This design comes from an exercise in tuning for small area and a short achievable clock period on the open sky130 flow, not from production work. Function was not checked in any run shown here: the RTL went through the layout flow alone.

## flow/design.v (module list and top-level ports; edited modules follow where they fit)
// module IEEE754_Mult: 1036 lines
// module fa: 4 lines
// module fax: 6 lines
// module x2: 3 lines
// module mj3: 3 lines
module IEEE754_Mult
(
	input clock,
	input resetn,
	input [31:0] a,
	input [31:0] b,
	output [31:0] y
);
  // ...
==> flow/flow/run.sh <==
#!/bin/bash
set -euo pipefail
bash standard.sh SETUP_SLACK_MARGIN=7 TNS_END_PERCENT=1 "BUFFER_PORTS_ARGS=-buffer_cell sky130_fd_sc_hd__buf_2"  finish > standard.log 2>&1
==> flow/standard.sh <==
#!/bin/bash
# synth_recipe.tcl (not shown) runs the flow's synth.tcl, then flattens the netlist and writes it again
# the make line also repeats each setting of config.mk as NAME=value (left out here)
make -C /OpenROAD-flow-scripts/flow DESIGN_CONFIG=/design/flow/config.mk WORK_HOME=/design/flow/orfs CLKGATE_MAP_FILE= SYNTH_SCRIPT=/design/flow/synth_recipe.tcl "${@:-finish}"
==> flow/config.mk <==
export PLATFORM = sky130hd
export DESIGN_NAME = IEEE754_Mult
export DESIGN_NICKNAME = IEEE754_Mult
export VERILOG_FILES = /design/flow/design.v
export SDC_FILE = /design/flow/constraint.sdc
export NUM_CORES = 4
export LEC_CHECK = 0
export CAP_MARGIN = 20
export CORE_MARGIN = 2
export CORE_UTILIZATION = 40
export CTS_BUF_LIST = sky130_fd_sc_hd__clkbuf_4 sky130_fd_sc_hd__clkbuf_8
export SETUP_SLACK_MARGIN = 5
export SLEW_MARGIN = 20
export SYNTH_HIERARCHICAL = 1
==> flow/constraint.sdc <==
create_clock -name core_clock -period 11.0 [get_ports {clock}]
set_input_delay 2.2000 -clock core_clock [delete_from_list [all_inputs] [get_ports {clock}]]
set_output_delay 2.2000 -clock core_clock [all_outputs]
set_load 0.01 [all_outputs]
==> notes.md, run 1 <==
Reg2Reg Depth=13; bufs w/o clock=between 150 and 200; #FFs+latches synth=between 100 and 150; Nets=around 2200; Synth area leader=xor2_1; crit path capture=y[0]; clock buf count=17; Buffers & Inverters on Critical Path=3; Final Cell Area=around 19000 um^2; Layout Cells excl Fill=2512; final setup margin=roughly 6.3 ns; vias=~14000; die span in x=213 um; # hold bufs at CTS=0; largest family of logic cells by synthesized area=XOR/XNOR gates; met1 GRT Util=0.305; initial antenna violation count=1; Site Rows=76; top-area cell type share of the netlist area=0.164; CTS tree=yes; Hold Path End=e2[0]; highest clock rate=between 200 and 250 MHz; GR Util met3=0.0500; gr busiest metal=met2; Initial Utilization=0.405; ClkCell Share=0.0212; Synth-to-Final Area Change=9.37%; status=timing/DRC/antenna clean; number of buffers created by CTS=17; most instantiated cells after synthesis=xor2_1, xnor2_1, a22oi_1, maj3_2, clkbuf_1; critical path, cell by cell=a211oi_4 > o21ai_2 > o211ai_4 > xor2_4 > buf_12 > buf_4 > nor2_1 > a211oi_2 > buf_2; top sig layer=met4; crit path from=bg0; largest net degree at the start of global routing=41; WL final=about 53000 um
==> module fax, before the edit <==
module fax (input a, input b, input c, output s, output co);
	wire t;
	x2 u0 (.a(a), .b(b), .y(t));
	x2 u1 (.a(t), .b(c), .y(s));
	mj3 u2 (.a(a), .b(b), .c(c), .y(co));
endmodule
==> run 2, diff against run 1 <==
--- a/flow/design.v
+++ b/flow/design.v
@@ -423,17 +423,17 @@
 	fax us378 (.a(pp219), .b(pp243), .c(pp267), .s(s378), .co(c379));
 	wire s380, c381;
 	fax us380 (.a(ma[3]), .b(c315), .c(nn52), .s(s380), .co(c381));
 	wire s382, c383;
 	fax us382 (.a(pp76), .b(pp100), .c(pp124), .s(s382), .co(c383));
 	wire s384, c385;
 	fax us384 (.a(pp148), .b(pp172), .c(pp196), .s(s384), .co(c385));
 	wire s386, c387;
-	fax us386 (.a(pp220), .b(pp244), .c(pp268), .s(s386), .co(c387));
+	fa us386 (.a(pp220), .b(pp244), .c(pp268), .s(s386), .co(c387));
 	wire s388 = ~(ma[4] ^ pp77);
 	wire c389 = ma[4] | pp77;
 	wire s390, c391;
 	fax us390 (.a(pp101), .b(pp125), .c(pp149), .s(s390), .co(c391));
 	wire s392, c393;
 	fax us392 (.a(pp173), .b(pp197), .c(pp221), .s(s392), .co(c393));
 	wire s394 = pp245 ^ pp269;
 	wire c395 = pp245 & pp269;
@@ -475,17 +475,17 @@
 	wire c431 = pp86 & pp110;
 	wire s432, c433;
 	fa us432 (.a(bo[7]), .b(pp15), .c(pp39), .s(s432), .co(c433));
 	wire s434, c435;
 	fa us434 (.a(pp63), .b(pp87), .c(pp111), .s(s434), .co(c435));
 	wire s436 = pp135 ^ pp159;
 	wire c437 = pp135 & pp159;
 	wire s438, c439;
-	fa us438 (.a(pp16), .b(pp40), .c(pp64), .s(s438), .co(c439));
+	fax us438 (.a(pp16), .b(pp40), .c(pp64), .s(s438), .co(c439));
 	wire s440, c441;
 	fa us440 (.a(pp88), .b(pp112), .c(pp136), .s(s440), .co(c441));
 	wire s442 = pp160 ^ pp184;
 	wire c443 = pp160 & pp184;
 	wire s444, c445;
 	fa us444 (.a(pp41), .b(pp65), .c(pp89), .s(s444), .co(c445));
 	wire s446, c447;
 	fa us446 (.a(pp113), .b(pp137), .c(pp161), .s(s446), .co(c447));
@@ -597,17 +597,17 @@
 	fa us552 (.a(s418), .b(pp155), .c(pp179), .s(s552), .co(c553));
 	wire s554, c555;
 	fa us554 (.a(pp203), .b(pp227), .c(pp251), .s(s554), .co(c555));
 	wire s556, c557;
 	fax us556 (.a(pp275), .b(pp299), .c(c417), .s(s556), .co(c557));
 	wire s558, c559;
 	fa us558 (.a(ma[11]), .b(c419), .c(nn156), .s(s558), .co(c559));
 	wire s560, c561;
-	fax us560 (.a(pp180), .b(pp204), .c(pp228), .s(s560), .co(c561));
+	fa us560 (.a(pp180), .b(pp204), .c(pp228), .s(s560), .co(c561));
 	wire s562, c563;
 	fax us562 (.a(pp252), .b(pp276), .c(pp300), .s(s562), .co(c563));
 	wire s564 = ~(ma[12] ^ pp181);
 	wire c565 = ma[12] | pp181;
 	wire s566, c567;
 	fax us566 (.a(pp205), .b(pp229), .c(pp253), .s(s566), .co(c567));
 	wire s568 = pp277 ^ pp301;
 	wire c569 = pp277 & pp301;
@@ -653,17 +653,17 @@
 	fa us608 (.a(s430), .b(c425), .c(s428), .s(s608), .co(c609));
 	wire s610, c611;
 	fa us610 (.a(pp183), .b(c431), .c(s436), .s(s610), .co(c611));
 	wire s612, c613;
 	fa us612 (.a(c429), .b(s432), .c(s434), .s(s612), .co(c613));
 	wire s614, c615;
 	fa us614 (.a(c437), .b(s442), .c(c433), .s(s614), .co(c615));
 	wire s616, c617;
-	fa us616 (.a(c435), .b(s438), .c(s440), .s(s616), .co(c617));
+	fax us616 (.a(c435), .b(s438), .c(s440), .s(s616), .co(c617));
 	wire s618, c619;
 	fa us618 (.a(c443), .b(c439), .c(c441), .s(s618), .co(c619));
 	wire s620, c621;
 	fax us620 (.a(s444), .b(s446), .c(s448), .s(s620), .co(c621));
 	wire s622, c623;
 	fa us622 (.a(c445), .b(c447), .c(s450), .s(s622), .co(c623));
 	wire s624, c625;
 	fax us624 (.a(s452), .b(c449), .c(s454), .s(s624), .co(c625));
@@ -713,17 +713,17 @@
 	fax us668 (.a(c515), .b(s518), .c(s520), .s(s668), .co(c669));
 	wire s670, c671;
 	fax us670 (.a(c517), .b(s522), .c(c519), .s(s670), .co(c671));
 	wire s672, c673;
 	fax us672 (.a(c521), .b(s524), .c(s526), .s(s672), .co(c673));
 	wire s674, c675;
 	fax us674 (.a(s528), .b(c523), .c(c525), .s(s674), .co(c675));
 	wire s676, c677;
-	fax us676 (.a(c527), .b(s530), .c(s532), .s(s676), .co(c677));
+	fa us676 (.a(c527), .b(s530), .c(s532), .s(s676), .co(c677));
 	wire s678, c679;
 	fax us678 (.a(c529), .b(s534), .c(c531), .s(s678), .co(c679));
 	wire s680, c681;
 	fax us680 (.a(c533), .b(s536), .c(s538), .s(s680), .co(c681));
 	wire s682, c683;
 	fax us682 (.a(c535), .b(s540), .c(s542), .s(s682), .co(c683));
 	wire s684, c685;
 	fax us684 (.a(c537), .b(c539), .c(s544), .s(s684), .co(c685));
@@ -735,17 +735,17 @@
 	fa us690 (.a(c547), .b(c549), .c(s552), .s(s690), .co(c691));
 	wire s692, c693;
 	fa us692 (.a(s554), .b(c551), .c(s556), .s(s692), .co(c693));
 	wire s694, c695;
 	fa us694 (.a(s558), .b(c553), .c(c555), .s(s694), .co(c695));
 	wire s696, c697;
 	fax us696 (.a(s560), .b(s562), .c(c557), .s(s696), .co(c697));
 	wire s698, c699;
-	fax us698 (.a(c559), .b(s568), .c(c561), .s(s698), .co(c699));
+	fa us698 (.a(c559), .b(s568), .c(c561), .s(s698), .co(c699));
 	wire s700, c701;
 	fax us700 (.a(c563), .b(s564), .c(s566), .s(s700), .co(c701));
 	wire s702, c703;
 	fa us702 (.a(pp302), .b(c569), .c(c565), .s(s702), .co(c703));
 	wire s704, c705;
 	fa us704 (.a(c567), .b(s570), .c(s572), .s(s704), .co(c705));
 	wire s706, c707;
 	fa us706 (.a(pp279), .b(pp303), .c(s576), .s(s706), .co(c707));
@@ -791,17 +791,17 @@
 	fa us746 (.a(c599), .b(s602), .c(c601), .s(s746), .co(c747));
 	wire s748, c749;
 	fa us748 (.a(c603), .b(s606), .c(c605), .s(s748), .co(c749));
 	wire s750, c751;
 	fa us750 (.a(c607), .b(s610), .c(c609), .s(s750), .co(c751));
 	wire s752, c753;
 	fa us752 (.a(c611), .b(c613), .c(s614), .s(s752), .co(c753));
 	wire s754, c755;
-	fa us754 (.a(c615), .b(c617), .c(s618), .s(s754), .co(c755));
+	fax us754 (.a(c615), .b(c617), .c(s618), .s(s754), .co(c755));
 	wire s756, c757;
 	fax us756 (.a(c619), .b(s622), .c(c621), .s(s756), .co(c757));
 	wire s758, c759;
 	fax us758 (.a(c623), .b(s626), .c(c625), .s(s758), .co(c759));
 	wire s760, c761;
 	fax us760 (.a(c627), .b(s630), .c(c629), .s(s760), .co(c761));
 	wire s762, c763;
 	fax us762 (.a(c631), .b(s634), .c(c633), .s(s762), .co(c763));
@@ -943,110 +943,106 @@
 	fa us898 (.a(s726), .b(c807), .c(s808), .s(s898), .co(c899));
 	wire s900, c901;
 	fa us900 (.a(c727), .b(s810), .c(c809), .s(s900), .co(c901));
 	wire s902, c903;
 	fa us902 (.a(pp310), .b(s812), .c(c811), .s(s902), .co(c903));
 	wire s904, c905;
 	fa us904 (.a(s814), .b(pp311), .c(c813), .s(s904), .co(c905));
 	wire s906 = ~c815;
-	wire [12:0] l0_s = {1'b0, c833, c831, c829, c827, c825, c823, c821, c819, c817, s816, pp2, bo[0]} + {1'b0, s834, s832, s830, s828, s826, s824, s822, s820, s818, pp27, 1'b0, pp1};
-	wire [11:0] l1_s = {1'b0, c855, c853, c851, c849, c847, c845, c843, c841, c839, c837, c835} + {1'b0, s856, s854, s852, s850, s848, s846, s844, s842, s840, s838, s836};
-	wire l1_ones = &({c855, c853, c851, c849, c847, c845, c843, c841, c839, c837, c835} ^ {s856, s854, s852, s850, s848, s846, s844, s842, s840, s838, s836});
-	wire [5:0] b0_s = {1'b0, c865, c863, c861, c859, c857} + {1'b0, s866, s864, s862, s860, s858};
-	wire [5:0] b1_s = {1'b0, c875, c873, c871, c869, c867} + {1'b0, s876, s874, s872, s870, s868};
-	wire [5:0] b2_s = {1'b0, c885, c883, c881, c879, c877} + {1'b0, s886, s884, s882, s880, s878};
-	wire [5:0] b3_s = {1'b0, c895, c893, c891, c889, c887} + {1'b0, s896, s894, s892, s890, s888};
-	wire [5:0] b4_s = {1'b0, c905, c903, c901, c899, c897} + {1'b0, s906, s904, s902, s900, s898};
+	wire [23:0] lo_s = {1'b0, c855, c853, c851, c849, c847, c845, c843, c841, c839, c837, c835, c833, c831, c829, c827, c825, c823, c821, c819, c817, s816, pp2, bo[0]} + {1'b0, s856, s854, s852, s850, s848, s846, s844, s842, s840, s838, s836, s834, s832, s830, s828, s826, s824, s822, s820, s818, pp27, 1'b0, pp1};
+	wire [6:0] b0_s = {1'b0, c867, c865, c863, c861, c859, c857} + {1'b0, s868, s866, s864, s862, s860, s858};
+	wire [6:0] b1_s = {1'b0, c879, c877, c875, c873, c871, c869} + {1'b0, s880, s878, s876, s874, s872, s870};
+	wire [6:0] b2_s = {1'b0, c891, c889, c887, c885, c883, c881} + {1'b0, s892, s890, s888, s886, s884, s882};
+	wire [6:0] b3_s = {1'b0, c903, c901, c899, c897, c895, c893} + {1'b0, s904, s902, s900, s898, s896, s894};
+	wire [1:0] b4_s = {1'b0, c905} + {1'b0, s906};
 	reg        z2, s2;
 	reg [7:0]  e2;
-	reg lg0, lg1, lp1;
-	reg [4:0] bs0;
+	reg c23;
+	reg [5:0] bs0;
 	reg bg0;
 	reg bp0;
-	reg [4:0] bs1;
+	reg [5:0] bs1;
 	reg bg1;
 	reg bp1;
-	reg [4:0] bs2;
+	reg [5:0] bs2;
 	reg bg2;
 	reg bp2;
-	reg [4:0] bs3;
+	reg [5:0] bs3;
 	reg bg3;
 	reg bp3;
-	reg [4:0] bs4;
+	reg [0:0] bs4;
 	always @(posedge clock) begin
 		z2 <= !resetn || z1;
 		s2 <= s1;
 		e2 <= e1;
-		lg0 <= l0_s[12];
-		lg1 <= l1_s[11];
-		lp1 <= l1_ones;
-		bs0 <= b0_s[4:0];
-		bg0 <= b0_s[5];
-		bp0 <= &({c865, c863, c861, c859, c857} ^ {s866, s864, s862, s860, s858});
-		bs1 <= b1_s[4:0];
-		bg1 <= b1_s[5];
-		bp1 <= &({c875, c873, c871, c869, c867} ^ {s876, s874, s872, s870, s868});
-		bs2 <= b2_s[4:0];
-		bg2 <= b2_s[5];
-		bp2 <= &({c885, c883, c881, c879, c877} ^ {s886, s884, s882, s880, s878});
-		bs3 <= b3_s[4:0];
-		bg3 <= b3_s[5];
-		bp3 <= &({c895, c893, c891, c889, c887} ^ {s896, s894, s892, s890, s888});
-		bs4 <= b4_s[4:0];
+		c23 <= lo_s[23];
+		bs0 <= b0_s[5:0];
+		bg0 <= b0_s[6];
+		bp0 <= &({c867, c865, c863, c861, c859, c857} ^ {s868, s866, s864, s862, s860, s858});
+		bs1 <= b1_s[5:0];
+		bg1 <= b1_s[6];
+		bp1 <= &({c879, c877, c875, c873, c871, c869} ^ {s880, s878, s876, s874, s872, s870});
+		bs2 <= b2_s[5:0];
+		bg2 <= b2_s[6];
+		bp2 <= &({c891, c889, c887, c885, c883, c881} ^ {s892, s890, s888, s886, s884, s882});
+		bs3 <= b3_s[5:0];
+		bg3 <= b3_s[6];
+		bp3 <= &({c903, c901, c899, c897, c895, c893} ^ {s904, s902, s900, s898, s896, s894});
+		bs4 <= b4_s[0:0];
 	end
-	wire cb0 = lg1 | (lp1 & lg0);
-	wire [4:0] bi0 = bs0 + 5'd1;
+	wire cb0 = c23;
+	wire [5:0] bi0 = bs0 + 6'd1;
 	wire r0_0 = cb0 ? bi0[0] : bs0[0];
 	wire r0_1 = cb0 ? bi0[1] : bs0[1];
 	wire r0_2 = cb0 ? bi0[2] : bs0[2];
 	wire r0_3 = cb0 ? bi0[3] : bs0[3];
 	wire r0_4 = cb0 ? bi0[4] : bs0[4];
+	wire r0_5 = cb0 ? bi0[5] : bs0[5];
 	wire cb1 = bg0 | (cb0 & bp0);
-	wire [4:0] bi1 = bs1 + 5'd1;
+	wire [5:0] bi1 = bs1 + 6'd1;
 	wire r1_0 = cb1 ? bi1[0] : bs1[0];
 	wire r1_1 = cb1 ? bi1[1] : bs1[1];
 	wire r1_2 = cb1 ? bi1[2] : bs1[2];
 	wire r1_3 = cb1 ? bi1[3] : bs1[3];
 	wire r1_4 = cb1 ? bi1[4] : bs1[4];
+	wire r1_5 = cb1 ? bi1[5] : bs1[5];
 	wire cb2 = bg1 | (cb1 & bp1);
-	wire [4:0] bi2 = bs2 + 5'd1;
+	wire [5:0] bi2 = bs2 + 6'd1;
 	wire r2_0 = cb2 ? bi2[0] : bs2[0];
 	wire r2_1 = cb2 ? bi2[1] : bs2[1];
 	wire r2_2 = cb2 ? bi2[2] : bs2[2];
 	wire r2_3 = cb2 ? bi2[3] : bs2[3];
 	wire r2_4 = cb2 ? bi2[4] : bs2[4];
+	wire r2_5 = cb2 ? bi2[5] : bs2[5];
 	wire cb3 = bg2 | (cb2 & bp2);
-	wire [4:0] bi3 = bs3 + 5'd1;
+	wire [5:0] bi3 = bs3 + 6'd1;
 	wire r3_0 = cb3 ? bi3[0] : bs3[0];
 	wire r3_1 = cb3 ? bi3[1] : bs3[1];
 	wire r3_2 = cb3 ? bi3[2] : bs3[2];
 	wire r3_3 = cb3 ? bi3[3] : bs3[3];
 	wire r3_4 = cb3 ? bi3[4] : bs3[4];
+	wire r3_5 = cb3 ? bi3[5] : bs3[5];
 	wire cb4 = bg3 | (cb3 & bp3);
-	wire [4:0] bi4 = bs4 + 5'd1;
+	wire [0:0] bi4 = bs4 + 1'd1;
 	wire r4_0 = cb4 ? bi4[0] : bs4[0];
-	wire r4_1 = cb4 ? bi4[1] : bs4[1];
-	wire r4_2 = cb4 ? bi4[2] : bs4[2];
-	wire r4_3 = cb4 ? bi4[3] : bs4[3];
-	wire r4_4 = cb4 ? bi4[4] : bs4[4];
-	wire [24:0] m2 = {r4_4, r4_3, r4_2, r4_1, r4_0, r3_4, r3_3, r3_2, r3_1, r3_0, r2_4, r2_3, r2_2, r2_1, r2_0, r1_4, r1_3, r1_2, r1_1, r1_0, r0_4, r0_3, r0_2, r0_1, r0_0};
+	wire [24:0] m2 = {r4_0, r3_5, r3_4, r3_3, r3_2, r3_1, r3_0, r2_5, r2_4, r2_3, r2_2, r2_1, r2_0, r1_5, r1_4, r1_3, r1_2, r1_1, r1_0, r0_5, r0_4, r0_3, r0_2, r0_1, r0_0};
 	wire [7:0]  e2p1 = e2 + 8'd1;
 	wire [7:0]  ey = m2[24] ? e2p1 : e2;
 	wire [22:0] my = m2[24] ? m2[23:1] : m2[22:0];
 	assign y = z2 ? 32'h00000000 : {s2, ey, my};
 endmodule
 module fa (input a, input b, input c, output s, output co);
 	assign s = a ^ b ^ c;
 	assign co = (a & b) | (a & c) | (b & c);
 endmodule
 module fax (input a, input b, input c, output s, output co);
 	wire t;
 	x2 u0 (.a(a), .b(b), .y(t));
 	x2 u1 (.a(t), .b(c), .y(s));
-	mj3 u2 (.a(a), .b(b), .c(c), .y(co));
+	ao22 u2 (.a(a), .b(b), .c(t), .d(c), .y(co));
 endmodule
 module x2 (input a, input b, output y);
 	assign y = a ^ b;
 endmodule
-module mj3 (input a, input b, input c, output y);
-	assign y = (a & b) | (a & c) | (b & c);
+module ao22 (input a, input b, input c, input d, output y);
+	assign y = (a & b) | (c & d);
 endmodule
==> run 2 against run 1 <==
- utilization rose by 1.5 points
- area after synthesis fell by 2.0%
- critical endpoint is now y[30]
- clock skew fell by 0.0064 ns
- setup slack improved by 0.18 ns
- still clean
- non-clock buffer count rose by 28
- count of clock-buffer cells in the layout fell by 8
==> notes.md, run 2 <==
first-pass GRT wire length=83300 um (was 82100 um); RR Startpoint=ma[15] (was one[0]); Top reg by flops=ma (unchanged); most frequent cell after synthesis=xor2_1 (unchanged); setup TNS=0 ns (unchanged); max cap viols=0 (unchanged); Layout Cells excl Fill=2495 (was 2512); status=timing/DRC/antenna clean (unchanged); kind of critical path=flip-flop to output pin (unchanged); vias in the first global route=14900 (was 14800); Crit. End Element=output pin (unchanged); highest clock rate=222 MHz (was 214 MHz); Ant. Diodes=0 (unchanged); CTS root buf=clkbuf_8 (unchanged); clock-pin slew on the worst setup and hold paths=0.11 ns (was 0.08 ns); Total GRT Usage=0.238 (was 0.235); commonest non-fill, non-tap cells in the layout=xor2_1, xnor2_1, a22oi_1, a22o_1, fa_1 (was xor2_1, xnor2_1, a22oi_1, maj3_2, fa_1); post-DP HPWL=37100 um (was 35500 um); CTS sink count=112 (was 114); number of buffers created by CTS=9 (was 17); Largest register FFs=23 (unchanged); cell total after placement=2436 (was 2471); final setup fails=0 (unchanged); RSZ-0062 raised after global routing=true (unchanged); layout cells sized above 1=0.142 (was 0.194); Worst EP arrival=2.30 ns (was 2.47 ns); Tightest Pin Transition=0.621 ns (was 0.972 ns); die area=44600 um^2 (was 45400 um^2); Synth warnings=7 (unchanged); Hold Path End=e2[3] (was e2[0]); Final Cell Area=19300 um^2 (was 19100 um^2); Filler cells=4044 (was 4253); Tcrit/Tclk final=0.409 (was 0.425); Hold Path Cell Cnt=0 (unchanged); reg2reg setup slack=6.55 ns (was 6.38 ns); sequential cell area fraction in the yosys report=0.131 (was 0.130); Port Buffers=97 (unchanged); CP Max Fanout=5 (was 7); CP required=8.80 ns (about the same); Syn Inst Count=1895 (was 1882); Slew Limit Fails=0 (unchanged); antenna-violating nets left=0 (unchanged); largest net degree at the start of global routing=31 (was 41); most instantiated cells after synthesis=xor2_1, xnor2_1, a22oi_1, a22o_1, clkbuf_1 (was xor2_1, xnor2_1, a22oi_1, maj3_2, clkbuf_1); R2R Path End=bg1 (was lp1); CORE AREA=42100 um^2 (was 43200 um^2); final RePlAce weighted congestion=0.926 (was 0.887); most common cell after layout, fill and taps aside=xor2_1 (unchanged); Worst Hold Class=flip-flop to flip-flop (unchanged); H-tree depth=3 (was 4); Synth area leader=xor2_1 (unchanged); Post-DP Area=18100 um^2 (was 18600 um^2); Worst slew margin=0.575 (was 0.351); Reg2Reg Depth=21 (was 13); top_reg_cell synth=dfxtp_1 (unchanged); Post-synth EDFFs=0 (unchanged); average wire per standard cell=22.3 um (was 21.0 um); CTS tree=yes (unchanged); #FFs+latches synth=112 (was 114); # hold bufs at CTS=0 (unchanged); die height=211 um (was 213 um); Synth-to-Final Area Change=12.6% (was 9.37%); worst min-delay path startpoint=e1[3] (was e1[0]); Regs by FF count=ma (23), one (12), two (12) (unchanged); WL final=55600 um (was 52700 um); initial antenna violation count=0 (was 1); crit path launch type=flip-flop (unchanged); Final Hold Fails=0 (unchanged); synthesized area per cell=9.05 um^2 (was 9.30 um^2); Initial Utilization=0.407 (was 0.405); die span in x=211 um (was 213 um); Max clock buf depth=2 (unchanged); Worst-Skew Late Latency=0.41 ns (was 0.47 ns); asr flop ratio synth=0 (unchanged); Site Rows=75 (was 76); synthesized area=17200 um^2 (was 17500 um^2); Final Skew=0.0213 ns (was 0.0277 ns); router iterations before antenna repair=6 (unchanged); Nets=2222 (was 2186); library cells used by synthesis=58 (was 54); Ports=98 (unchanged); synth top area cells=xor2_1, xnor2_1, dfxtp_1, fa_1, a22oi_1 (unchanged); DRC violations left=0 (unchanged); Period minus WS final=4.50 ns (was 4.67 ns); vias per inst=6.03 (was 5.71); gr ovfl total=0 (unchanged); DR iter-0 viols=1525 (was 1188); syn_nets=2166 (was 2154); vias=15100 (was 14400); top-area cell type share of the netlist area=0.165 (was 0.164)
## run 2: what timing repair did
item | CTS | global route
setup buffers | 3 | 33
gates resized for setup | 23 | 135
setup endpoints to repair | 57 | 55
cloned | 0 | 7
pin swaps | 2 | 43
## run 2: cells by family after synthesis
| kind of cell | Yosys count | synth area share |
|---|---|---|
| muxes | 1 | 0.000656 |
| and+or+nand+nor | 174 | 0.0554 |
| adders and majority gates | 205 | 0.198 |
| xor gates and xnor gates | 626 | 0.320 |
| buffers and inverters | 225 | 0.0503 |
| DFF | 112 | 0.131 |
| AOI/OAI and AO/OA | 552 | 0.245 |
## run 2: metal layers
layer / up-vias / part of all wire / GRT usage
li1: 6823 / - / -
met5: - / 0 / 0
met3: 110 / 0.081 / 0.0382
met1: 7417 / 0.43 / 0.327
met2: 706 / 0.46 / 0.386
met4: 0 / 0.025 / 0.0690
## run 2: modules after synthesis (local to each module, per instance), a selection
module | times used | cells
ao22 | 149 | 1
fa | 107 | 1
IEEE754_Mult | 1 | 1341
x2 | 298 | 1
## run 2: area by class of cell
cell class	count	area, um^2	share of cell area
clock buffer	9	124	0.00641
sequential	112	2300	0.119
inverter	78	293	0.0152
timing repair buffer	190	1550	0.0801
tap	539	674	0.0349
clock inverter	7	46.3	0.00240
multi-input combinational	1560	14300	0.742
## run 2: worst max-delay path, cell delays in order, from the launching register on
cell and delay, ns:
dfxtp_4 0.41, a211o_4 0.37, a21boi_4 0.24, o311ai_4 0.14
or4_1 0.42, a21oi_1 0.15, buf_2 0.14
## run 2: how the worst max path moves through the flow
stage	start	end	slack, ns	depth (start not counted)
4_1_cts	c23	y[27]	6.43	7
3_5_place_dp	ma[13]	bg1	6.05	20
3_3_place_gp	ma[6]	bg1	6.09	20
5_1_grt	one[6]	bg1	6.36	21
6_report	c23	y[30]	6.50	6
2_1_floorplan	ma[13]	bg1	6.92	21
## run 2: metrics by stage
| stage | util | setup slack [ns] | hold slack [ns] |
|---|---|---|---|
| final | 0.458 | 6.50 | 0.336 |
| after global routing | 0.458 | 6.36 | 0.340 |
| after CTS | 0.436 | 6.43 | 0.336 |
| after detailed placement | 0.430 | 6.05 | 0.312 |
| after global placement | 0.430 | 6.09 | 0.313 |
| after floorplan | - | 6.92 | 0.310 |

==> separate check: timing with driven ports <==
The flow's constraints put no driver on any port. The routed layouts listed below were extracted and timed again, unchanged, in two steps.
Step 1: set_driving_cell puts a clkbuf_16 on clock and a buf_2 on each other input, an assumption about the parent block.
Step 2 moves the port delays by t, midway between the first and last clock arrival at a register: inputs arrive t later, outputs are due t later. That takes back most of the time a late clock gives input paths.
Slacks: no drivers / after step 1 / after step 2; pairs: no drivers / after step 1.
| run | t, ns | setup slack, ns | worst data-port slew with drivers (ns) | cell pins on the clock port's net |
|---|---|---|---|---|
| run 1 | 0.504 | 6.326 / 6.281 / 6.377 | 0.06 | 1 |
| run 2 | 0.439 | 6.505 / 6.464 / 6.555 | 0.04 | 1 |
After both steps every run listed still meets setup and hold.
